Context: an optimization exercise on an open-source flow, tuned for small area and a short achievable clock period. The choices shown serve that exercise and are no tape-out recipe.
Function was checked by simulation only, so behaviour that the tests miss may differ from the original.
Power figures rest on the tool's default switching activity, not on a simulated workload.

$ cat config.mk
export PLATFORM = sky130hd
export DESIGN_NAME = t5_rv32i
export DESIGN_NICKNAME = t5_rv32i
export VERILOG_FILES = /design/flow/design.v
export SDC_FILE = /design/flow/constraint.sdc
export NUM_CORES = 4
export LEC_CHECK = 0
export CAP_MARGIN = 20
export CELL_PAD_IN_SITES_DETAIL_PLACEMENT = 1
export CORE_MARGIN = 2
export CORE_UTILIZATION = 30
export CTS_BUF_LIST = sky130_fd_sc_hd__clkbuf_8
export CTS_CLUSTER_DIAMETER = 100
export CTS_CLUSTER_SIZE = 12
export GPL_ROUTABILITY_DRIVEN = 1
export PLACE_DENSITY = 0.46
export SLEW_MARGIN = 20
$ cat constraint.sdc
create_clock -name core_clock -period 10.0 [get_ports {sys_clk}]
set_input_delay 2.0000 -clock core_clock [delete_from_list [all_inputs] [get_ports {sys_clk}]]
set_output_delay 2.0000 -clock core_clock [all_outputs]
set_load 0.01 [all_outputs]
$ cat design.v
module t5_rv32i ( 
   mpc, iwb_wre, iwb_stb, iwb_sel, iwb_adr, dwb_wre, dwb_stb, dwb_sel,
   dwb_dto, dwb_adr,
   sys_rst, sys_ena, sys_clk, sexe, iwb_dat, dwb_dti, dwb_ack
   );
   parameter XLEN = 32;   
   output [31:2]	dwb_adr;		 
   output [31:0]	dwb_dto;		 
   output [3:0]		dwb_sel;		 
   output		dwb_stb;		 
   output		dwb_wre;		 
   output [31:2]	iwb_adr;		 
   output [3:0]		iwb_sel;		 
   output		iwb_stb;		 
   output		iwb_wre;		 
   output [31:2]	mpc;			 
   input		dwb_ack;		 
   input [31:0]		dwb_dti;		 
   input [31:0]		iwb_dat;		 
   input		sexe;			 
   input		sys_clk;		 
   input		sys_ena;		 
   input		sys_rst;		 
   wire			dbra;			 
   wire [31:0]		dcp1;			 
   wire [31:0]		dcp2;			 
   wire			dcsr;			 
   wire			dexc;			 
   wire [14:12]		dfn3;			 
   wire [31:25]		dfn7;			 
   wire [1:0]		dhart;			 
   wire			djmp;			 
   wire [31:0]		dop1;			 
   wire [31:0]		dop2;			 
   wire [6:2]		dopc;			 
   wire			dsub;			 
   wire [1:0]		fhart;			 
   wire [3:0]		fsel;			 
   wire [15:0]		rsel;			 
   wire [1:0]		ph;			 
   wire [31:0]		fpc;			 
   wire [31:0]		mald;			 
   wire [31:0]		mepc;			 
   wire [1:0]		mhart;			 
   wire [31:0]		mtvec;			 
   wire			mwre;			 
   wire [4:0]		rd0a;			 
   wire [31:0]		rd0d;			 
   wire [4:0]		rs1a;			 
   wire [XLEN-1:0]	rs1d;			 
   wire [4:0]		rs2a;			 
   wire [XLEN-1:0]	rs2d;			 
   wire			sclk;			 
   wire			sena;			 
   wire			istb;			 
   wire			srst;			 
   wire [31:2]		xbpc;			 
   wire [1:0]		xbra;			 
   wire [31:0]		xdat;			 
   wire [31:2]		xepc;			 
   wire [14:12]		xfn3;			 
   wire [6:2]		xopc;			 
   wire [31:2]		xpc;			 
   wire [3:0]		xsel;			 
   wire [1:0]		xstb;			 
   wire			xwre;			 
   t5_sysc #( 
	     .XLEN			(XLEN))
   csys ( 
	 .sclk				(sclk),
	 .srst				(srst),
	 .sena				(sena),
	 .istb				(istb),
	 .sys_clk			(sys_clk),
	 .sys_rst			(sys_rst),
	 .sys_ena			(sys_ena),
	 .xstb				(xstb[1:0]),
	 .dwb_ack			(dwb_ack));
   t5_regs #( 
	     .XLEN			(XLEN))
   regs ( 
	 .rs1d				(rs1d[XLEN-1:0]),
	 .rs2d				(rs2d[XLEN-1:0]),
	 .fsel				(fsel[3:0]),
	 .rsel				(rsel[15:0]),
	 .ph				(ph[1:0]),
	 .srst				(srst),
	 .mhart				(mhart[1:0]),
	 .mwre				(mwre),
	 .rd0a				(rd0a[4:0]),
	 .rd0d				(rd0d[XLEN-1:0]),
	 .rs1a				(rs1a[4:0]),
	 .rs2a				(rs2a[4:0]),
	 .sclk				(sclk));
   t5_back #( 
	     .XLEN			(XLEN))
   back ( 
	 .rd0d				(rd0d[31:0]),
	 .rd0a				(rd0a[4:0]),
	 .mwre				(mwre),
	 .iwb_dat			(iwb_dat[11:7]),
	 .xopc				(xopc[6:2]),
	 .xfn3				(xfn3[14:12]),
	 .xstb				(xstb[1:0]),
	 .dwb_dti			(dwb_dti[31:0]),
	 .xsel				(xsel[3:0]),
	 .mald				(mald[31:0]),
	 .srst				(srst),
	 .sclk				(sclk),
	 .sena				(sena));
   t5_inst #( 
	     .XLEN			(XLEN))
   inst ( 
	 .fpc				(fpc[31:0]),
	 .iwb_adr			(iwb_adr[31:2]),
	 .iwb_wre			(iwb_wre),
	 .iwb_stb			(iwb_stb),
	 .iwb_sel			(iwb_sel[3:0]),
	 .fhart				(fhart[1:0]),
	 .fsel				(fsel[3:0]),
	 .rsel				(rsel[15:0]),
	 .ph				(ph[1:0]),
	 .mhart				(mhart[1:0]),
	 .dhart				(dhart[1:0]),
	 .xbpc				(xbpc[31:2]),
	 .xpc				(xpc[31:2]),
	 .xbra				(xbra[1:0]),
	 .xsel				(xsel[3:0]),
	 .xstb				(xstb[1:0]),
	 .sclk				(sclk),
	 .sena				(sena),
	 .istb				(istb),
	 .srst				(srst),
	 .sys_rst			(sys_rst),
	 .mtvec				(mtvec[31:0]),
	 .mepc				(mepc[31:0]));
   t5_data #( 
	     .XLEN			(XLEN))
   data ( 
	 .dwb_adr			(dwb_adr[31:2]),
	 .dwb_dto			(dwb_dto[31:0]),
	 .dwb_sel			(dwb_sel[3:0]),
	 .dwb_wre			(dwb_wre),
	 .dwb_stb			(dwb_stb),
	 .xsel				(xsel[3:0]),
	 .xstb				(xstb[1:0]),
	 .xwre				(xwre),
	 .xbpc				(xbpc[31:2]),
	 .xdat				(xdat[31:0]),
	 .dopc				(dopc[6:2]),
	 .dfn3				(dfn3[14:12]),
	 .dcp1				(dcp1[1:0]),
	 .dcp2				(dcp2[1:0]),
	 .sclk				(sclk),
	 .srst				(srst),
	 .sena				(sena));
   t5_aslu #( 
	     .XLEN			(XLEN))
   aslu ( 
	 .xfn3				(xfn3[14:12]),
	 .mald				(mald[31:0]),
	 .xbpc				(xbpc[31:2]),
	 .xbra				(xbra[1:0]),
	 .xstb				(xstb[1:0]),
	 .xdat				(xdat[31:0]),
	 .xopc				(xopc[6:2]),
	 .mtvec				(mtvec[31:0]),
	 .mepc				(mepc[31:0]),
	 .xepc				(xepc[31:2]),
	 .dop1				(dop1[31:0]),
	 .dop2				(dop2[31:0]),
	 .dcp1				(dcp1[31:0]),
	 .dcp2				(dcp2[31:0]),
	 .dopc				(dopc[6:2]),
	 .dfn7				(dfn7[31:25]),
	 .dfn3				(dfn3[14:12]),
	 .xpc				(xpc[31:2]),
	 .dhart				(dhart[1:0]),
	 .xwre				(xwre),
	 .dexc				(dexc),
	 .dcsr				(dcsr),
	 .dsub				(dsub),
	 .dbra				(dbra),
	 .djmp				(djmp),
	 .sclk				(sclk),
	 .srst				(srst),
	 .sena				(sena));
   t5_ctrl #( 
	     .XLEN			(XLEN))
   ctrl ( 
	 .dfn3				(dfn3[14:12]),
	 .dfn7				(dfn7[31:25]),
	 .dop1				(dop1[31:0]),
	 .dop2				(dop2[31:0]),
	 .dcp1				(dcp1[31:0]),
	 .dcp2				(dcp2[31:0]),
	 .mpc				(mpc[31:2]),
	 .xpc				(xpc[31:2]),
	 .dopc				(dopc[6:2]),
	 .xepc				(xepc[31:2]),
	 .dexc				(dexc),
	 .dcsr				(dcsr),
	 .dsub				(dsub),
	 .dbra				(dbra),
	 .djmp				(djmp),
	 .rs1a				(rs1a[4:0]),
	 .rs2a				(rs2a[4:0]),
	 .fpc				(fpc[31:2]),
	 .iwb_dat			(iwb_dat[31:0]),
	 .rs2d				(rs2d[31:0]),
	 .rs1d				(rs1d[31:0]),
	 .fhart				(fhart[1:0]),
	 .sclk				(sclk),
	 .srst				(srst),
	 .sena				(sena),
	 .sexe				(sexe));
endmodule  
module t5_sysc( 
   sclk, srst, sena, istb,
   sys_clk, sys_rst, sys_ena, xstb, dwb_ack
   );
   parameter XLEN = 32;
   output sclk;
   output srst;
   output sena;
   output istb;
   input  sys_clk;
   input  sys_rst;
   input  sys_ena;
   input [1:0] xstb;
   input  dwb_ack;   
   assign sclk = sys_clk;
   reg [3:0] rst;
   assign srst = rst[3];
   reg 	     ena;
   assign sena = sys_ena & ena & !(xstb[1] ^ dwb_ack);
   wire      idle = ena & !xstb[1];
   assign istb = (sys_ena & idle) | (sys_ena & ena & dwb_ack);
   always @(posedge sys_clk)
     if (sys_rst) begin
	rst <= 4'hF;	
     end else begin
	rst <= {rst[2:0],sys_rst};	
     end
   always @(posedge sys_clk)
     if (srst) begin
	ena <= 1'h0;
     end else begin
	ena <= 1'b1;	
     end
endmodule  
module t5_regs ( 
   rs2d, rs1d,
   sclk, srst, rs2a, rs1a, rd0d, rd0a, mwre, mhart, fsel, rsel, ph
   );
   parameter XLEN = 32;
   output [XLEN-1:0]	rs1d;			 
   output [XLEN-1:0]	rs2d;			 
   input [3:0]		fsel;			 
   input [15:0]		rsel;			 
   input [1:0]		ph;			 
   input		srst;			 
   input [1:0]		mhart;			 
   input		mwre;			 
   input [4:0]		rd0a;			 
   input [XLEN-1:0]	rd0d;			 
   input [4:0]		rs1a;			 
   input [4:0]		rs2a;			 
   input		sclk;			 
   t5_gprf
     #( 
       .XLEN				(XLEN))
   gprf
     ( 
      .rs1d				(rs1d[XLEN-1:0]),
      .rs2d				(rs2d[XLEN-1:0]),
      .fsel				(fsel[3:0]),
      .rsel				(rsel[15:0]),
      .ph				(ph[1:0]),
      .srst				(srst),
      .mhart				(mhart[1:0]),
      .mwre				(mwre),
      .rd0a				(rd0a[4:0]),
      .rd0d				(rd0d[XLEN-1:0]),
      .rs1a				(rs1a[4:0]),
      .rs2a				(rs2a[4:0]),
      .sclk				(sclk));
endmodule  
module t5_gprf(
   rs2d, rs1d,
   sclk, srst, rs2a, rs1a, rd0d, rd0a, mwre, mhart, fsel, rsel, ph
   );
   parameter XLEN = 32;
   output [XLEN-1:0] rs1d;
   output [XLEN-1:0] rs2d;
   input [3:0]       fsel;	 
   input [15:0]      rsel;	 
   input [1:0]       ph;	 
   input [1:0]       mhart;
   input             mwre;
   input [4:0]       rd0a;
   input [XLEN-1:0]  rd0d;
   input [4:0]       rs1a;
   input [4:0]       rs2a;
   input             sclk, srst;
   reg [3:0]         pv;
   reg [4:0]         prd [0:3];
   reg [XLEN-1:0]    pdat [0:3];
   wire              wen = mwre & |rd0a & !srst;
   wire [3:0]        wsel = {mhart == 2'd3, mhart == 2'd2, mhart == 2'd1, mhart == 2'd0};
   wire [1:0]        ha = 2'd3 - ph;
   wire              cmv = pv[ha];
   wire [4:0]        crd = prd[ha];
   wire [XLEN-1:0]   cdat = pdat[ha];
   integer h;
   always @(posedge sclk) begin
      for (h = 0; h < 4; h = h + 1) begin
         if (wen & wsel[h]) begin
            pv[h] <= 1'b1;
            prd[h] <= rd0a;
            pdat[h] <= rd0d;
         end else if (ha == h) begin
            pv[h] <= 1'b0;
         end
      end
   end
   wire [XLEN-1:0] cur [0:31];
   assign cur[0] = {XLEN{1'b0}};
   genvar r;
   generate
      for (r = 1; r < 32; r = r + 1) begin : g
         wire           hit = cmv & (crd == r);
         reg [XLEN-1:0] s0, s1, s2, s3;
         always @(posedge sclk) begin
            s0[7:0] <= hit ? cdat[7:0] : s3[7:0];
            s1[7:0] <= s0[7:0];
            s2[7:0] <= s1[7:0];
            s3[7:0] <= s2[7:0];
            s0[15:8] <= s3[15:8];
            s1[15:8] <= hit ? cdat[15:8] : s0[15:8];
            s2[15:8] <= s1[15:8];
            s3[15:8] <= s2[15:8];
            s0[23:16] <= s3[23:16];
            s1[23:16] <= s0[23:16];
            s2[23:16] <= hit ? cdat[23:16] : s1[23:16];
            s3[23:16] <= s2[23:16];
            s0[31:24] <= s3[31:24];
            s1[31:24] <= s0[31:24];
            s2[31:24] <= s1[31:24];
            s3[31:24] <= hit ? cdat[31:24] : s2[31:24];
         end
         genvar q;
         for (q = 0; q < 4; q = q + 1) begin : b
            assign cur[r][8*q+7:8*q] =
               ({8{rsel[4*q]}} & s0[8*q+7:8*q]) | ({8{rsel[4*q+1]}} & s1[8*q+7:8*q]) |
               ({8{rsel[4*q+2]}} & s2[8*q+7:8*q]) | ({8{rsel[4*q+3]}} & s3[8*q+7:8*q]);
         end
      end
   endgenerate
   reg              bv;
   reg [4:0]        brd;
   reg [XLEN-1:0]   bdat;
   always @* begin
      bv = 1'b0;
      brd = 5'd0;
      bdat = {XLEN{1'b0}};
      for (h = 0; h < 4; h = h + 1) begin
         bv = bv | (fsel[h] & pv[h]);
         brd = brd | ({5{fsel[h]}} & prd[h]);
         bdat = bdat | ({XLEN{fsel[h]}} & pdat[h]);
      end
   end
   reg [XLEN-1:0] rs1x, rs2x;
   integer i;
   always @* begin
      rs1x = {XLEN{1'b0}};
      rs2x = {XLEN{1'b0}};
      for (i = 1; i < 32; i = i + 1) begin
         rs1x = rs1x | ({XLEN{rs1a == i}} & cur[i]);
         rs2x = rs2x | ({XLEN{rs2a == i}} & cur[i]);
      end
   end
   assign rs1d = (bv & (brd == rs1a)) ? bdat : rs1x;
   assign rs2d = (bv & (brd == rs2a)) ? bdat : rs2x;
endmodule
module dpram ( 
   dat_o, xdat_o,
   adr_i, dat_i, wre_i, xadr_i, clk_i, ena_i
   ) ;
   parameter AW = 5;  
   parameter DW = 2;  
   output [DW-1:0] dat_o;  
   input [AW-1:0]  adr_i;
   input [DW-1:0]  dat_i;
   input 	   wre_i;
   output [DW-1:0] xdat_o;  
   input [AW-1:0]  xadr_i;
   input 	   clk_i, 
		   ena_i;
   reg [DW-1:0]    rRAM [(1<<AW)-1:0];
   always @(posedge clk_i)
     if (wre_i & ena_i) rRAM[adr_i] <= dat_i;	
   assign 	   dat_o = rRAM[adr_i];
   assign 	   xdat_o = rRAM[xadr_i];   
endmodule  
module t5_back(
   rd0d, rd0a, mwre,
   iwb_dat, xopc, xfn3, xstb, dwb_dti, xsel, mald, srst, sclk, sena
   );
   parameter XLEN = 32;
   output [31:0] rd0d;
   output [4:0]      rd0a;
   output 	     mwre;
   input [11:7]      iwb_dat;   
   input [6:2] 	     xopc;
   input [14:12]     xfn3;   
   input [1:0] 	     xstb;
   input [31:0]      dwb_dti;
   input [3:0] 	     xsel;   
   input [31:0]      mald;   
   input 	     srst, sclk, sena;   
   wire 	     btype = xopc[6] & !xopc[4] & !xopc[2]; 
   wire 	     stype = !xopc[6] & xopc[5] & !xopc[4];  
   assign rd0a = mrd;
   reg [XLEN-1:0]    dext;
   always @* begin
	case (xsel)
	  4'h1: begin
	     dext[7:0] = dwb_dti[7:0];
	     dext[XLEN-1:8] = (xfn3[14]) ? 24'd0 : {24{dwb_dti[7]}};	   
	  end
	  4'h2: begin
	     dext[7:0] = dwb_dti[15:8];
	     dext[XLEN-1:8] = (xfn3[14]) ? 24'd0 : {24{dwb_dti[15]}};	   
	  end
	  4'h4: begin
	     dext[7:0] = dwb_dti[23:16];
	     dext[XLEN-1:8] = (xfn3[14]) ? 24'd0 : {24{dwb_dti[23]}};	   
	  end
	  4'h8: begin
	     dext[7:0] = dwb_dti[31:24];
	     dext[XLEN-1:8] = (xfn3[14]) ? 24'd0 : {24{dwb_dti[31]}};	   
	  end
	  4'h3: begin
	     dext[15:0] = dwb_dti[15:0];
	     dext[XLEN-1:16] = (xfn3[14]) ? 16'd0 : {16{dwb_dti[15]}}; 
	  end
	  4'hC: begin
	     dext[15:0] = dwb_dti[31:16];
	     dext[XLEN-1:16] = (xfn3[14]) ? 16'd0 : {16{dwb_dti[31]}}; 
	  end
	  4'hF: begin
	     dext = dwb_dti;	   
	  end
	  default: dext = 32'h0;	
	endcase
   end
   reg [XLEN-1:0] mres;
   assign rd0d = mres;   
   always @(posedge sclk)
     if (sena) begin
	mres <= (xopc == 5'd0) ? dext : mald;
     end
   reg [4:0] 	     drd, xrd, mrd;   
   always @(posedge sclk)
     if (srst) begin
	drd <= 5'h0;
	mrd <= 5'h0;
	xrd <= 5'h0;
     end else if (sena) begin
	mrd <= xrd;
	xrd <= drd;
	drd <= iwb_dat[11:7];	
     end
   reg mwre;   
   always @(posedge sclk)
     if (srst) begin
	mwre <= 1'b1;	
     end else if (sena) begin
	mwre <= ~&xstb & |xrd & !stype & !btype;	
     end
endmodule  
module t5_inst( 
   fpc, iwb_adr, iwb_wre, iwb_stb, iwb_sel, fhart, fsel, rsel, ph, mhart, dhart,
   xbpc, xpc, xbra, xsel, xstb, sclk, sena, istb, srst, sys_rst, mtvec,
   mepc
   );
   parameter XLEN = 32;
   output [31:0] fpc;   
   output [31:2] iwb_adr;
   output 	 iwb_wre;
   output 	 iwb_stb;   
   output [3:0]  iwb_sel;
   output [1:0]  fhart, mhart, dhart;
   output [3:0]  fsel;	 
   output [15:0] rsel;	 
   output [1:0]  ph;	 
   input [31:2]  xbpc, xpc;   
   input [1:0] 	 xbra;
   input [3:0] 	 xsel;
   input [1:0]	 xstb;
   input 	 sclk, sena, istb, srst, sys_rst;
   input [31:0]  mtvec,mepc;   
   assign iwb_sel = 4'hF;
   assign iwb_wre = 1'b0;
   reg [1:0] 	     hart;
   wire [1:0] 	     dhart = ~hart;
   wire [1:0] 	     whart = {hart[0],!hart[1]};   
   assign mhart = hart;   
   always @(posedge sclk)     
     if (sys_rst) begin
	hart <= 2'h0;
     end else if (sena|srst) begin
	hart <= whart;  
     end
   reg [31:0]    fpc;
   reg [3:0] 	 fsel;
   assign fhart = fpc[1:0];
   always @(posedge sclk)
     if (srst) begin
	fpc <= 32'h0;
	fsel <= 4'h1;
     end else if (sena) begin 
	fpc <= {iwb_adr, hart};
	fsel <= {hart == 2'd3, hart == 2'd2, hart == 2'd1, hart == 2'd0};
     end
   reg [1:0] 	 ph;
   reg [15:0] 	 rsel;
   wire [1:0] 	 fh_n = srst ? 2'd0 : sena ? hart : fpc[1:0];
   wire [1:0] 	 rs_n = fh_n + ph + 2'd1;
   always @(posedge sclk) begin
      ph <= ph + 2'd1;
      rsel[3:0] <= {rs_n == 2'd3, rs_n == 2'd2, rs_n == 2'd1, rs_n == 2'd0};
      rsel[7:4] <= {rs_n == 2'd2, rs_n == 2'd1, rs_n == 2'd0, rs_n == 2'd3};
      rsel[11:8] <= {rs_n == 2'd1, rs_n == 2'd0, rs_n == 2'd3, rs_n == 2'd2};
      rsel[15:12] <= {rs_n == 2'd0, rs_n == 2'd3, rs_n == 2'd2, rs_n == 2'd1};
   end
   reg [31:2]    iwb_adr;
   assign iwb_stb = istb;	 
   always @(posedge sclk)
     if (srst) begin
       iwb_adr <= 30'h0;
     end else if (sena) begin
	case ({xbra,&xstb})
	  3'b110,3'b001: iwb_adr <= mtvec[31:2];  
	  3'b010: iwb_adr <= mepc[31:2]; 	  
	  3'b100: iwb_adr <= xbpc[31:2];  
	  default: iwb_adr <= xpc[31:2];  
	endcase  
     end
endmodule  
module t5_data ( 
   dwb_adr, dwb_dto, dwb_sel, dwb_wre, dwb_stb, xsel, xstb, xwre,
   xbpc, xdat, dopc, dfn3, dcp1, dcp2, sclk, srst, sena
   );
   parameter XLEN = 32;
   output [31:2] dwb_adr;
   output [31:0] dwb_dto;
   output [3:0]  dwb_sel;
   output 	 dwb_wre,
		 dwb_stb;
   output [3:0]  xsel;
   output [1:0]  xstb;   
   output 	 xwre;   
   input [31:2]  xbpc;
   input [31:0]  xdat;
   input [6:2] 	 dopc;
   input [14:12] dfn3;
   input [1:0] 	 dcp1, dcp2;		    
   input 	 sclk,
		 srst,
		 sena;   
   reg [3:0] 	 xsel;
   wire [1:0] 	 xoff = dcp1 + dcp2;   
   assign dwb_sel = xsel;
   always @(posedge sclk)
     if (sena) begin
	case ({dfn3[13:12],xoff[1:0]})
	  4'h0: xsel <= 4'h1; 
	  4'h1: xsel <= 4'h2; 
	  4'h2: xsel <= 4'h4; 
	  4'h3: xsel <= 4'h8; 
	  4'h4: xsel <= 4'h3; 
	  4'h6: xsel <= 4'hC; 
	  4'h8: xsel <= 4'hF; 
	  default: xsel <= 4'h0;  
	endcase  
     end
   reg [1:0]		    xstb;
   reg 			    xwre;
   assign dwb_stb = xstb[1];
   assign dwb_wre = xwre;
   always @(posedge sclk)
     if (srst) begin
	xstb[1] <= 1'h0;
     end else if (sena) begin
	xstb[1] <= !dopc[6] & !dopc[4] & !dopc[2];
     end
   always @(posedge sclk)
     if (sena) begin
	case ({dfn3[13:12],xoff[1:0]})
	  4'h0, 4'h1, 4'h2, 4'h3, 4'h4, 4'h6, 4'h8: begin
	     xstb[0] <= 1'b0;
	  end
	  default: begin  
	     xstb[0] <= 1'b1;
	  end
	endcase  
	xwre <= dopc[5];
     end
   assign dwb_adr = xbpc[31:2];
   assign dwb_dto = xdat[31:0];   
endmodule  
module t5_aslu (
   xfn3, mald, xbpc, xbra, xstb, xdat, xopc, mtvec, mepc,
   xepc, dop1, dop2, dcp1, dcp2, dopc, dfn7, dfn3, xpc, dhart, xwre,
   dexc, dcsr, dsub, dbra, djmp, sclk, srst, sena
   );
   parameter XLEN = 32;
   output [14:12] xfn3;
   output [31:0]  mald;	 
   output [31:2]  xbpc;
   output [1:0]	  xbra;
   input [1:0]	  xstb;
   output [31:0]  xdat;
   output [6:2]   xopc;
   output [31:0]  mtvec,mepc;   
   input [31:2]   xepc;   
   input [31:0]   dop1, dop2;
   input [31:0]   dcp1, dcp2;
   input [6:2] 	  dopc;
   input [31:25]  dfn7;
   input [14:12]  dfn3;
   input [31:2]   xpc;
   input [1:0] 	  dhart;
   input 	  xwre;
   input 	  dexc, dcsr, dsub, dbra, djmp;
   input 	  sclk, srst, sena;
   reg [6:2] 	  xopc;
   reg [14:12] 	  xfn3;
   always @(posedge sclk)
     if (srst) begin
	xopc <= 5'h0D;	
     end else if (sena) begin
	xopc <= dopc;
     end
   always @(posedge sclk)
     if (sena) begin
	xfn3 <= dfn3;	
     end
   wire [31:0] xadr = dcp1 + dcp2;
   wire [31:0] xadd = dsub ? dop1 - dop2 : dop1 + dop2;
   wire        xuns = &dfn3[14:13] | &dfn3[13:12];
   wire        xlt = {dop1[31] ^ !xuns, dop1[30:0]} < {dop2[31] ^ !xuns, dop2[30:0]};
   wire        xeq = dop1 == dop2;
   reg [31:0]    xlog;
   always @*
     case (dfn3[13:12])
       2'b00: xlog = dop1 ^ dop2;  
       2'b10: xlog = dop1 | dop2;  
       2'b11: xlog = dop1 & dop2;  
       default: xlog = 32'h0;       
     endcase
   wire        sleft = !dfn3[14];
   wire        sarith = dfn3[14] & dfn7[30];
   reg [31:0]  sin, sout, xshf;
   integer     k;
   always @* begin
      for (k = 0; k < 32; k = k + 1) sin[k] = sleft ? dop1[31-k] : dop1[k];
      sout = sin;
      if (dop2[0]) sout = {{1{sarith & sin[31]}}, sout[31:1]};
      if (dop2[1]) sout = {{2{sarith & sin[31]}}, sout[31:2]};
      if (dop2[2]) sout = {{4{sarith & sin[31]}}, sout[31:4]};
      if (dop2[3]) sout = {{8{sarith & sin[31]}}, sout[31:8]};
      if (dop2[4]) sout = {{16{sarith & sin[31]}}, sout[31:16]};
      for (k = 0; k < 32; k = k + 1) xshf[k] = sleft ? sout[31-k] : sout[k];
   end
   reg xcmp;
   always @*
     case (dfn3)
       3'o0: xcmp = xeq;  
       3'o1: xcmp = !xeq;  
       3'o5: xcmp = !xlt;  
       3'o7: xcmp = !xlt;  
       default: xcmp = xlt;
     endcase
   reg [31:0] rcsr, wcsr;   
   wire [31:0] 	  mask = (dfn3[14]) ? {27'd0,dcp2[19:15]} : dop1;   
   wire 	  wecsr = dcsr;
   always @*
     case(dfn3[13:12])
       default: wcsr = 32'h0;       
       2'd1: wcsr = mask;  
       2'd2: wcsr = rcsr | mask;  
       2'd3: wcsr = rcsr & ~mask;  
     endcase
   localparam [11:0]
     CSR_ECALL = 12'h000,
     CSR_MSTATUS = 12'h300,
     CSR_MISA = 12'h301,
     CSR_MEDELEG = 12'h302,
     CSR_MIDELEG = 12'h303,
     CSR_MIE = 12'h304,
     CSR_MIP = 12'h344,
     CSR_MTVEC = 12'h305,
     CSR_MTVAL = 12'h343,
     CSR_MCAUSE = 12'h342,
     CSR_MSCRATCH = 12'h340,
     CSR_MEPC = 12'h341,
     CSR_MHARTID = 12'hF14;
   reg [31:2] mepc_r;
   reg [3:0]  mcause;   
   reg [31:0] medeleg, mtval;
   reg [31:0] mtvec;
   reg [31:0] mscratch;
   reg 	      mie, mpie;
   assign mepc = {mepc_r, 2'b00};
   always @(posedge sclk)
     if (srst)  begin
	medeleg <= 32'h0;
	mscratch <= 32'h0;
	mtvec <= 32'h0;
     end else if (sena & wecsr) begin
	if (dcp2[31:20] == CSR_MEDELEG) medeleg <= wcsr;
	if (dcp2[31:20] == CSR_MSCRATCH) mscratch <= wcsr;
	if (dcp2[31:20] == CSR_MTVEC) mtvec <= wcsr;
     end
   always @*
     case (dcp2[31:20])
       CSR_MHARTID: rcsr = {30'd0,dhart};
       CSR_MISA: rcsr = 32'h40000100;
       CSR_MSCRATCH: rcsr = mscratch;       
       CSR_MEDELEG: rcsr = medeleg;
       CSR_MEPC: rcsr = mepc;
       CSR_MTVAL: rcsr = mtval;
       CSR_MTVEC: rcsr = mtvec;
       CSR_MIE,
       CSR_MIP : rcsr = 32'h00000080;  
       CSR_MCAUSE: rcsr = {28'd0,mcause};
       CSR_MSTATUS: rcsr = {21'd3,3'o0,mpie,3'o0,mie,3'o0};       
       default: rcsr = {(XLEN){1'b0}};	  
     endcase
   wire 	  wbra = (dopc[6] & dopc[5] & !dopc[4] & (dopc[2] | xcmp));  
   wire 	  balign = (|xadr[1:0] & dbra & xcmp) | (djmp & xadr[1]);  
   reg [1:0]	  xbra;
   always @(posedge sclk)
     if (srst) begin
	xbra <= 2'h0;
     end else if (sena) begin
	xbra <= {wbra|(dexc & !dcp2[21]),balign|dexc};	
     end
   reg [31:2] xbpc;
   reg [31:0] xdat;   
   reg [31:0] xres;
   wire       dlui = !dopc[6] & dopc[5] & dopc[4] & dopc[2];
   wire       dsys = dopc[6] & dopc[5] & dopc[4] & !dopc[2];
   always @(posedge sclk)
     if (sena) begin
	case ({dexc,dcp2[21]})
	  2'b11: xbpc <= mepc[31:2];  
	  default: xbpc <= {xadr[31:2]};
	endcase
	case (dfn3[13:12]) 
	  2'o0: xdat <= {4{dop2[7:0]}};
	  2'o1: xdat <= {2{dop2[15:0]}};
	  2'o2: xdat <= dop2[31:0];
	  default: xdat <= 32'h0;       
	endcase
	if (dlui) xres <= xadd;
	else if (dsys) xres <= rcsr;
	else case (dfn3)
	  3'o0: xres <= xadd[31:0];
	  3'o1: xres <= xshf;
	  3'o2: xres <= {31'd0, xlt};
	  3'o3: xres <= {31'd0, xlt};
	  3'o5: xres <= xshf;
	  default: xres <= xlog;
	endcase
     end
   reg [31:0] mald;
   always @*
     case ({xopc[6],xopc[5],xopc[4],xopc[2]})
       4'b0111, 4'b0010, 4'b0110, 4'b1110: mald = xres;
       4'b1101: mald = {xpc[31:2],2'd0};  
       4'b0011: mald = {xbpc[31:2],2'd0};  
       default: mald = 32'h0;       
     endcase
   reg [1:0] 	  xoff;
   reg 		  xexc;
   wire 	  wtval = (dcp2[31:20] == CSR_MTVAL) & wecsr;   
   wire 	  wepc = (dcp2[31:20] == CSR_MEPC) & wecsr;
   wire 	  wcause =  (dcp2[31:20] == CSR_MCAUSE) & wecsr;
   wire 	  wstatus = (dcp2[31:20] == CSR_MSTATUS) & wecsr;
   wire 	  xbrk = xbpc[20];
   always @(posedge sclk)
     if (srst) begin
	mcause <= 4'h0;
	mepc_r <= 30'h0;
	mie <= 1'h0;
	mpie <= 1'h0;
	mtval <= 32'h0;
	xexc <= 1'h0;
     end else if (sena) begin
	case({xbra,wstatus})
	  3'b110: {mpie,mie} <= {mie,1'b0};
	  3'b010: {mpie,mie} <= {1'b1,mpie};	  
	  default: if (wstatus) {mpie, mie} <= {wcsr[7],wcsr[3]};	  
	endcase
	case({&xbra|wepc,&xstb|wepc})
	  2'b11: mepc_r <= wcsr[31:2];	  
	  2'b10,2'b01: mepc_r <= xepc;
	  default: mepc_r <= mepc_r;	  
	endcase
	case({xexc,&xbra|wcause,&xstb|wcause})
	  3'b011: mcause <= wcsr[3:0];  
	  3'b010: mcause <= 4'h0;  
	  3'b110: mcause <= {!xbrk,3'o3};  
	  3'b001: mcause <= {2'o1, xwre, 1'b0};	 
	  default: mcause <= mcause;	  
	endcase
	case({&xbra|wtval,&xstb|wtval})
	  2'b11: mtval <= wcsr;	  
	  2'b10, 2'b01: mtval <= {xbpc, xoff};
	  default: mtval <= mtval;	  
	endcase
	xexc <= dexc;
     end
   always @(posedge sclk)
     if (sena) begin
	xoff <= (djmp) ? {xadr[1],1'b0} : xadr[1:0];
     end
endmodule  
module t5_ctrl ( 
   dfn3, dfn7, dop1, dop2, dcp1, dcp2, mpc, xpc, dopc, xepc, dexc,
   dcsr, dsub, dbra, djmp, rs1a, rs2a,
   fpc, iwb_dat, rs2d, rs1d, fhart, sclk, srst, sena, sexe
   );
   parameter XLEN = 32;
   output [14:12] dfn3;
   output [31:25] dfn7;   
   output [31:0]  dop1, dop2;
   output [31:0]  dcp1, dcp2;
   output [31:2]  mpc, xpc;
   output [6:2]   dopc;
   output [31:2]  xepc;   
   output 	  dexc, dcsr, dsub, dbra, djmp;		  
   output [4:0]   rs1a, rs2a;   
   input [31:2]   fpc;
   input [31:0]   iwb_dat;
   input [31:0]   rs2d, rs1d;
   input [1:0] 	  fhart;
   input 	  sclk, srst, sena, sexe;
   wire [31:0] 	  ireg = iwb_dat;
   wire [6:2] 	  opc = ireg[6:2];
   wire 	  rv32 = ireg[1] & ireg[0];
   wire 	  btype = opc[6] & !opc[4] & !opc[2]; 
   wire 	  stype = !opc[6] & opc[5] & !opc[4];  
   wire 	  utype = !opc[6] & !opc[3] & opc[2];  
   wire 	  jtype = opc[6] & opc[3] & opc[2];  
   wire 	  rtype = !opc[6] & opc[5] & opc[4] & !opc[2];
   wire 	  itype = (!opc[5] & !opc[2]) | (opc == 5'b11001);
   wire 	  ctype = opc[6] & opc[4] & |ireg[13:12];
   wire 	  etype = opc[6] & opc[4] & ~|ireg[13:12];
   reg 		  dexc, dcsr, dsub, dbra, djmp;   
   always @(posedge sclk)
     if (srst) begin
	dbra <= 1'h0;
	dcsr <= 1'h0;
	dexc <= 1'h0;
	djmp <= 1'h0;
     end else if (sena) begin
	dexc <= etype;
	dcsr <= ctype;
	dbra <= btype;
	djmp <= jtype | (itype & opc[6]);	
     end
   assign rs1a = ireg[19:15];
   assign rs2a = ireg[24:20];   
   reg [31:0]    imm;
   always @( btype or ireg or itype or jtype or stype
	    or utype) begin
      case ({itype,stype})
	2'b10: imm[0] = ireg[20];
	2'b01: imm[0] = ireg[7];
	2'b00: imm[0] = 1'b0;
	default: imm[0] = 1'b0;
      endcase  
      case ({(itype|jtype),(stype|btype)})
	2'b10: imm[4:1] = ireg[24:21];
	2'b01: imm[4:1] = ireg[11:8];
	2'b00: imm[4:1] = 4'h0;	
	default: imm[4:1] = 4'h0;	
      endcase  
      case (utype)
	1'b1: imm[10:5] = 6'd0;
	default: imm[10:5] = ireg[30:25];	
      endcase  
      case ({(utype|jtype),(utype|btype)})
	2'b10: imm[11] = ireg[20];  
	2'b01: imm[11] = ireg[7];  
	2'b11: imm[11] = 1'b0;	 
	default: imm[11] = ireg[31]; 
      endcase  
      case (utype|jtype)
	1'b1: imm[19:12] = ireg[19:12];
	default: imm[19:12] = {8{ireg[31]}};	
      endcase  
      case(utype)
	1'b1: imm[30:20] = ireg[30:20];
	default: imm[30:20] = {11{ireg[31]}};	
      endcase  
      imm[31] = ireg[31];            
   end
   reg [31:0]    dop1, dop2;
   reg [31:0] 	 dcp1, dcp2;
   always @(posedge sclk)
     if (sena) begin
	dsub <= btype | (rtype & (ireg[13] | ireg[30])) | (itype & ireg[13]);
	dcp1 <= (stype | itype | etype) ? rs1d : {fpc,2'd0};
	dcp2 <= (ctype | etype) ? {ireg[31:15],15'h0} : imm;  
	dop1 <= (rtype | itype | btype | ctype) ? rs1d : 32'd0;	
	dop2 <= (rtype | stype | btype) ? rs2d : imm;		
     end
   reg [14:12] dfn3;
   reg [31:25] dfn7;
   reg [6:2]   dopc;
   always @(posedge sclk)
     if (srst) begin
	dopc <= 5'h0D;	
     end else if (sena) begin
	dopc <= ireg[6:2];
     end
   always @(posedge sclk)
     if (sena) begin
	dfn3 <= ireg[14:12];
	dfn7 <= ireg[31:25];
     end
   reg [31:2]    mpc;
   reg [31:2]    xepc, depc;
   reg 		 dz, xz;
   assign xpc = xz ? 30'h0 : xepc + 30'd1;
   always @(posedge sclk)
     if (srst) begin
	mpc <= 30'h0;
	dz <= 1'b1;
	xz <= 1'b1;
     end else if (sena) begin
	mpc <= xpc;
	dz <= 1'b0;
	xz <= dz;
     end
   always @(posedge sclk)
     if (sena) begin
	xepc <= depc;
	depc <= fpc[31:2];
     end
endmodule  
$ cat flow/run.sh
#!/bin/bash
# The standard layout (standard.sh: the standard flow's synthesis, floorplan, placement,
# CTS and routing), with two changes:
#  - the port buffers that global placement inserts are buf_4 cells, which
#    repair can resize, instead of the delay cell buffer_ports picks itself;
#  - timing repair aims for a setup slack of SETUP_MARGIN ns at the 10 ns clock.
set -euo pipefail
SETUP_MARGIN=5.5
export BUFFER_PORTS_ARGS="-buffer_cell sky130_fd_sc_hd__buf_4"
bash standard.sh SETUP_SLACK_MARGIN=$SETUP_MARGIN finish > standard.log 2>&1
$ cat standard.sh
#!/bin/bash
# synth_recipe.tcl (not shown) runs the flow's synth.tcl, then flattens the netlist and writes it again
# the make line also repeats each setting of config.mk as NAME=value (left out here)
make -C /OpenROAD-flow-scripts/flow DESIGN_CONFIG=/design/flow/config.mk WORK_HOME=/design/flow/orfs CLKGATE_MAP_FILE= SYNTH_SCRIPT=/design/flow/synth_recipe.tcl "${@:-finish}"
==> results of run 1 <==
routing by layer:
metal,wire length (um),vias up
li1,-,57300
met4,55700,73
met3,72900,2206
met1,318000,68900
met2,333000,7449
met5,705,-
power by group:
part / total [mW] / leakage (nW) / internal [mW] / switching, mW
combinational: 0.554 / 19.8 / 0.118 / 0.436
clock: 10.8 / 3.73 / 4.03 / 6.75
sequential: 19.2 / 38.8 / 19.2 / 0.0162
stage by stage:
stage,std cells,setup slack (ns)
after floorplan,15500,5.56
after global placement,21900,3.33
after detailed placement,21900,3.34
after CTS,22500,5.35
after global routing,22600,5.45
final,22600,5.19
flip-flops by register name, indices dropped and copies added (netlist names), 32 cells and up:
signal	count
ctrl.dop2	32
aslu.mscratch	32
ctrl.dcp1	32
aslu.medeleg	32
aslu.mtval	32
regs.gprf.g.s2	992
ctrl.dop1	32
inst.fpc	32
back.mres	32
regs.gprf.pdat	128
ctrl.dcp2	32
regs.gprf.g.s3	992
aslu.xres	32
aslu.mtvec	32
aslu.xdat	32
regs.gprf.g.s1	992
regs.gprf.g.s0	992
how the worst max path moves through the flow:
| stage | from | endpoint | cells past startpoint |
|---|---|---|---|
| floorplan | dwb_ack | aslu.xbpc[10] | 7 |
| global placement | iwb_dat[15] | ctrl.dcp1[22] | 10 |
| detailed placement | iwb_dat[15] | ctrl.dcp1[22] | 10 |
| CTS | inst.ph[0] | regs.gprf.g[28].s1[15] | 11 |
| global route | inst.rsel[10] | ctrl.dcp1[10] | 10 |
| finish | iwb_dat[17] | ctrl.dop1[11] | 9 |
synth_stat cells, drive strengths merged (151+ instances only):
library cell	number	area (um2)
edfxtp	476	14300
dfxtp	4281	85700
o22ai	862	5390
a221oi	954	8360
buf	198	882
inv	151	567
clkbuf	1114	4180
nor4	242	1530
nor2	497	1880
a22o	931	8150
nand2	1982	7440
a22oi	307	2300
a21oi	501	2510
o21ai	1460	7320
final cells by class:
cell class	count	share of cell area [%]
multi-input combinational	9250	33.2
clock buffer	442	3.33
tap	7234	4.95
timing repair buffer	630	3.04
clock inverter	104	0.345
sequential	4757	54.7
inverter	152	0.320
antenna	49	0.0671
cell families after synthesis:
logic type      Yosys count  synth area share, %
other cells               2              0.00459
simple gates           3222                 8.44
fa+ha+maj               144                 1.11
xor+xnor                 99                0.530
mux                     146                 1.49
compound gates         5626                 23.9
flops                  4757                 61.1
buf+inv                1464                 3.44
critical path, delay by kind of cell:
family | cells | cell delay (ns)
AND/OR/NAND/NOR | 4 | 1.40
AO/OA/AOI/OAI | 3 | 1.37
buffers and inverters | 2 | 0.96
cells in the final DEF, fill, tap and decap left out, types with 43 or more instances in the layout:
cell type / netlist / routed
nand4_1: 85 / 85
o21ai_1: 135 / 145
a222oi_1: 71 / 71
nand3_1: 82 / 81
buf_4: 13 / 527
dfxtp_1: 4281 / 4270
a31oi_1: 73 / 71
o211ai_1: 98 / 98
nor3_1: 139 / 128
nand2_8: 0 / 54
nor2_1: 495 / 474
mux2i_1: 50 / 50
clkbuf_8: 0 / 444
a22oi_1: 307 / 306
a21oi_1: 501 / 497
buf_6: 6 / 44
mux4_2: 76 / 76
xnor2_1: 61 / 61
nand2b_1: 48 / 46
edfxtp_1: 476 / 476
a22o_1: 931 / 931
nor4_1: 239 / 238
a221oi_2: 1 / 122
a211oi_1: 85 / 84
a221oi_1: 953 / 824
o21ai_0: 1323 / 1264
inv_1: 142 / 211
buf_12: 0 / 43
diode_2: 0 / 49
ha_1: 140 / 135
nand2_1: 1982 / 1896
o22ai_1: 862 / 861
a21o_1: 57 / 57
repair_timing:
| item | 4_1_cts | 5_1_grt |
|---|---|---|
| gates cloned | 1 | 7 |
| setup buffers | 20 | 56 |
| gates resized for setup | 159 | 226 |
| pin swaps | 25 | 40 |
| hold buffers | 0 | 0 |
| endpoints found under the hold margin | 0 | 0 |
| setup endpoints to repair | 179 | 361 |
==> results.txt, run 1 <==
critical path type=in2reg; Clock Latency Late Sink=1.30 ns; post-route minimum period=4.81 ns; placed cell area=173000 um2; DR vias/cell=6.01; Post-Layout Inst Area=183000 um2; Die Wd=742 um; final count of pins violating max slew=0; NumNets Final=15400; synthesized cell area=164000 um2; Pre-Repair DR Iteration Count=13; Die H=742 um; Synth cell types=105; GR peak layer=met2; H-tree Lvls=5; Finished Core Util=33.6%; met2 usage=40.5%; Synth Flop Type=dfxtp_1; die area=551000 um2; ys async rst share=0%; core area=544000 um2; Power Density=167 nW/um2; Vias=136000; initial antenna violation count=98; routed wire length=780000 um; hold worst-path end=regs.gprf.g[19].s2[6]; grt ovf=0; first-pass GRT wire length=1060000 um; count of clock tree sinks=4757; CP cell instances=buf_4, nor3_2, nand2_4, buf_4, o22ai_1, a221oi_1, nand4_1, o31ai_1, nor2_1; register area share after synthesis=61.1%; Pwr Total=30.6 mW; final hold vios=0; met1 GRT Util=34.9%; CTS tree=built; RSZ-0062 raised after global routing=yes; Max Freq=208 MHz; reg-to-reg slack, setup=5.42 ns; Critical Path AT=5.83 ns; number of synthesized flops with an enable pin=476; DRT iter0 DRCs=17600; Slew headroom=15.3%; Worst Tran Pin Value=1.27 ns; Hold Crit Class=reg2reg; hpwl dp=502000 um; most used cell, CP=buf_4; I/O pin total=203; Multi-input gate area=60800 um2; Initial Util=30.1%; M3 GR Usage=6.56%; maximum VDD drop=116 uV; crit end category=flop; Mean Syn Cell Area=10.6 um2; flops & latches, synth=4757; worst hold start=regs.gprf.g[19].s1[6]; GPL Wtd Cong=0.950; CTS clock-pin slew for the worst setup and hold paths=0.09 ns; I/O Buffers=194; GRT Util Overall=26.8%; hold_ws=0.282 ns; maxcap violations=0; Rows=271; Avg WL per Cell=34.5 um; Crit Path Max Fanout=15; fin crit share=48.1%; CTS Root Cell=clkbuf_8; crit-path max cell delay=0.73 ns; cells after synthesis=15500; status=timing/DRC/antenna clean; Worst EP required=11.02 ns; share of cells above drive strength 1=10.5%; Filler cells=60300; final setup TNS=0 ns; Max stage delay cell, worst path=o31ai_1; hold depth=0; vias in the first global route=130000; largest net degree at the start of global routing=161; DRC=0; Num CTS Buffers=438; leakage power=62.3 nW; reg-to-reg endpoint=ctrl.dcp1[16]; CP Launch Type=input port; worst reg-to-reg path cell count=9; final setup vio count=0; Max Root-Sink Buffers=4; area delta synth->final=11.8%; clock skew=0.147 ns; Final ANT Viol Nets=0; worst r2r src=inst.rsel[14]; FF+latch area=100000 um2; Synth warnings=9
==> run 2: changes to the inputs <==
--- a/config.mk
+++ b/config.mk
@@ -13,5 +13,5 @@
 export CTS_CLUSTER_DIAMETER = 100
 export CTS_CLUSTER_SIZE = 12
 export GPL_ROUTABILITY_DRIVEN = 1
-export PLACE_DENSITY = 0.46
+export PLACE_DENSITY = 0.55
 export SLEW_MARGIN = 20
==> run 2 against run 1 <==
Against the previous run: worst hold slack lost 0.053 ns; synthesized cell count is the same; count of clock-buffer cells in the layout down 3; largest power group unchanged; power down 0.47%; highest routed layer unchanged; area after synthesis unchanged; critical path type unchanged.
==> results.txt, run 2 <==
status=timing/DRC/antenna clean (unchanged); DRT iter0 DRCs=19000 (was 17600); ys async rst share=0% (unchanged); Die Wd=742 um (unchanged); routed wire length=736000 um (was 780000 um); placed cell area=173000 um2 (about the same); maximum VDD drop=121 uV (was 116 uV); Worst Tran Pin Value=1.34 ns (was 1.27 ns); Final ANT Viol Nets=0 (unchanged); Clk pwr share=35.0% (was 35.3%); Sw Share=23.2% (was 23.6%); Max Freq=207 MHz (was 208 MHz); Vias=138000 (was 136000); Num CTS Buffers=435 (was 438); Initial Util=30.1% (unchanged); GPL Wtd Cong=0.977 (was 0.950); Power Density=168 nW/um2 (was 167 nW/um2); CTS clock-pin slew for the worst setup and hold paths=0.09 ns (about the same); crit path from=iwb_dat[17] (unchanged); cells after synthesis=15500 (unchanged); final setup vio count=0 (unchanged); maxcap violations=0 (unchanged); hold_ws=0.228 ns (was 0.282 ns); H-tree Lvls=5 (unchanged); hpwl dp=467000 um (was 502000 um); Mean Syn Cell Area=10.6 um2 (unchanged); Synth cell types=105 (unchanged); flops & latches, synth=4757 (unchanged); final setup TNS=0 ns (unchanged); Critical Path AT=5.74 ns (was 5.83 ns); clock skew=0.168 ns (was 0.147 ns); CTS tree=built (unchanged); largest net degree at the start of global routing=125 (was 161); leakage power=62.0 nW (was 62.3 nW); reg-to-reg endpoint=ctrl.dcp1[6] (was ctrl.dcp1[16]); count of clock tree sinks=4757 (unchanged); worst reg-to-reg path cell count=10 (was 9); die area=551000 um2 (unchanged); Finished Core Util=33.4% (was 33.6%); register area share after synthesis=61.1% (unchanged); final hold vios=0 (unchanged); Post-Layout Inst Area=181000 um2 (was 183000 um2); DRC=0 (unchanged); Hold Crit Class=reg2reg (unchanged); fin crit share=48.2% (was 48.1%); synthesized cell area=164000 um2 (unchanged); Combinational Power Share=1.8% (about the same); number of synthesized flops with an enable pin=476 (unchanged); CP Launch Type=input port (unchanged); core area=544000 um2 (unchanged); cell taking the most area after synthesis=dfxtp_1 (unchanged); Synth Flop Type=dfxtp_1 (unchanged); post-route minimum period=4.82 ns (was 4.81 ns); critical path type=in2reg (unchanged); Rows=271 (unchanged); I/O Buffers=194 (unchanged); reg-to-reg slack, setup=5.21 ns (was 5.42 ns); final count of pins violating max slew=0 (unchanged); Synth warnings=9 (unchanged); grt ovf=0 (unchanged); Worst EP required=10.92 ns (was 11.02 ns); Cells after DPL=21900 (about the same); Pre-Repair DR Iteration Count=10 (was 13); I/O pin total=203 (unchanged); area delta synth->final=10.9% (was 11.8%); Slew headroom=10.3% (was 15.3%); initial antenna violation count=104 (was 98); vias in the first global route=131000 (was 130000); net switching power=7.05 mW (was 7.20 mW); GRT Util Overall=25.3% (was 26.8%); Die H=742 um (unchanged); ranking of synthesized cells by area=dfxtp_1 52%, edfxtp_1 8.7%, a221oi_1 5.1% (unchanged); Int Pwr=23.4 mW (about the same); cts hold-fix bufs=0 (unchanged); worst setup path end=ctrl.dcp1[6] (was ctrl.dop1[11]); Clock Latency Late Sink=1.32 ns (was 1.30 ns); non-filler instance count after layout=22600 (about the same); worst r2r src=inst.rsel[12] (was inst.rsel[14]); CTS Root Cell=clkbuf_8 (unchanged); RSZ-0062 raised after global routing=yes (unchanged); most frequent cells in the layout=4270 x dfxtp_1, 1895 x nand2_1, 1261 x o21ai_0 (was 4270 x dfxtp_1, 1896 x nand2_1, 1264 x o21ai_0); share of the synthesized area in the top cell type=52.4% (unchanged); first-pass GRT wire length=1020000 um (was 1060000 um); DR vias/cell=6.13 (was 6.01); commonest non-fill, non-tap cell in the layout=dfxtp_1 (unchanged); crit end category=flop (unchanged); Crit Path Max Fanout=15 (unchanged); NumNets Final=15400 (about the same); share of cells above drive strength 1=9.67% (was 10.5%); Avg WL per Cell=32.6 um (was 34.5 um); Max Root-Sink Buffers=4 (unchanged); sequential share of power=63.2% (was 62.9%); top cells by count, synth=4281 x dfxtp_1, 1982 x nand2_1, 1323 x o21ai_0 (unchanged); count leader, synth=dfxtp_1 (unchanged)
## run 2: per-layer routing
layer | track usage [%] | vias to the layer above | part of all wire, %
met5 | 0.192 | - | 0.11
met4 | 16.0 | 70 | 7.3
met3 | 7.92 | 2593 | 12
met2 | 36.9 | 9320 | 42
met1 | 32.5 | 69100 | 39
li1 | - | 57200 | -
## run 2: critical path, cell delays in order
cell     delay [ns]
buf_6          0.27
nor3b_2        0.21
nand2_4        0.50
buf_6          0.41
o22ai_1        0.20
nor4_1         0.34
nand4_1        0.87
o21ai_4        0.48
buf_4          0.21
o21ai_1        0.06
## run 2: worst min path at each step
| stage | to | from | slack (ns) | depth (start not counted) |
|---|---|---|---|---|
| 2_1_floorplan | regs.gprf.g[1].s2[30] | regs.gprf.g[1].s1[30] | 0.33 | 0 |
| 3_3_place_gp | regs.gprf.g[25].s3[11] | regs.gprf.g[25].s2[11] | 0.33 | 0 |
| 3_5_place_dp | regs.gprf.g[21].s3[17] | regs.gprf.g[21].s2[17] | 0.34 | 0 |
| 4_1_cts | regs.gprf.g[10].s1[17] | regs.gprf.g[10].s0[17] | 0.22 | 0 |
| 5_1_grt | regs.gprf.g[10].s1[17] | regs.gprf.g[10].s0[17] | 0.22 | 0 |
| 6_report | regs.gprf.g[18].s3[12] | regs.gprf.g[18].s2[12] | 0.23 | 0 |
## run 2: kinds of logic (layout without fill, tap and decap cells)
| kind of cell | after synthesis | after routing | share of synthesized area, % |
|---|---|---|---|
| AOI/OAI and AO/OA | 5626 | 5626 | 23.9 |
| xor gates and xnor gates | 99 | 99 | 0.530 |
| adders and majority gates | 144 | 144 | 1.11 |
| buffers and inverters | 1464 | 1260 | 3.44 |
| DFF | 4757 | 4757 | 61.1 |
| muxes | 146 | 146 | 1.49 |
| other | 2 | 74 | 0.00459 |
| and+or+nand+nor | 3222 | 3226 | 8.44 |
## run 2: cell type report
cell class / count / area (um2)
multi-input combinational: 9246 / 60000
inverter: 152 / 598
tap: 7234 / 9050
timing repair buffer: 574 / 5030
fill: 60500 / 362000
antenna: 69 / 173
clock buffer: 439 / 6040
sequential: 4757 / 100000
clock inverter: 95 / 614
## run 2: power groups by stage
| stage | sequential, mW | clock (mW) | combinational (mW) |
|---|---|---|---|
| floorplan | 19.7 | 0 | 0.202 |
| global placement | 19.7 | 0 | 0.464 |
| detailed placement | 19.7 | 0 | 0.468 |
| CTS | 19.2 | 10.8 | 0.480 |
| global route | 19.2 | 11.5 | 0.525 |
| finish | 19.2 | 10.6 | 0.537 |
## run 2: per-stage QoR
| stage | power [mW] | setup WS (ns) |
|---|---|---|
| 3_5_place_dp | 20.1 | 3.16 |
| 5_1_grt | 31.3 | 5.31 |
| 2_1_floorplan | 19.9 | 5.56 |
| 4_1_cts | 30.5 | 5.41 |
| 3_3_place_gp | 20.1 | 3.24 |
| 6_report | 30.4 | 5.18 |
## run 2: what timing repair did
item / in CTS / in global routing
cloned: 2 / 2
resized for setup: 155 / 179
pin swaps: 23 / 42
buffers inserted: 11 / 28
setup endpoints to repair: 366 / 204

## port drivers added, routing unchanged
In the flow no input, the clock included, has a driving cell. The finished layouts below were timed again as built, in two steps. Step 1, drivers: a clkbuf_16 drives sys_clk and a buf_2 each remaining input, both assumed. Step 2 moves the port delays by t, midway between the first and last clock arrival at a register: inputs arrive t later, outputs are due t later. That takes back most of the time a late clock gives input paths. Slacks: ideal / step 1 / step 2; pairs: ideal / step 1.
run	shift t [ns]	setup WS [ns]	slew at the worst register clock pin (ns)	worst slew at a driven data input, ns
run 1	1.361	5.186 / 5.133 / 3.773	0.11 / 0.11	0.22
run 2	1.348	5.176 / 5.107 / 3.759	0.10 / 0.10	0.24
After both steps every run listed still meets setup and hold. The setup slack of run 2, which loses most, moves by -0.069 ns with the drivers and by -1.417 ns with both steps.
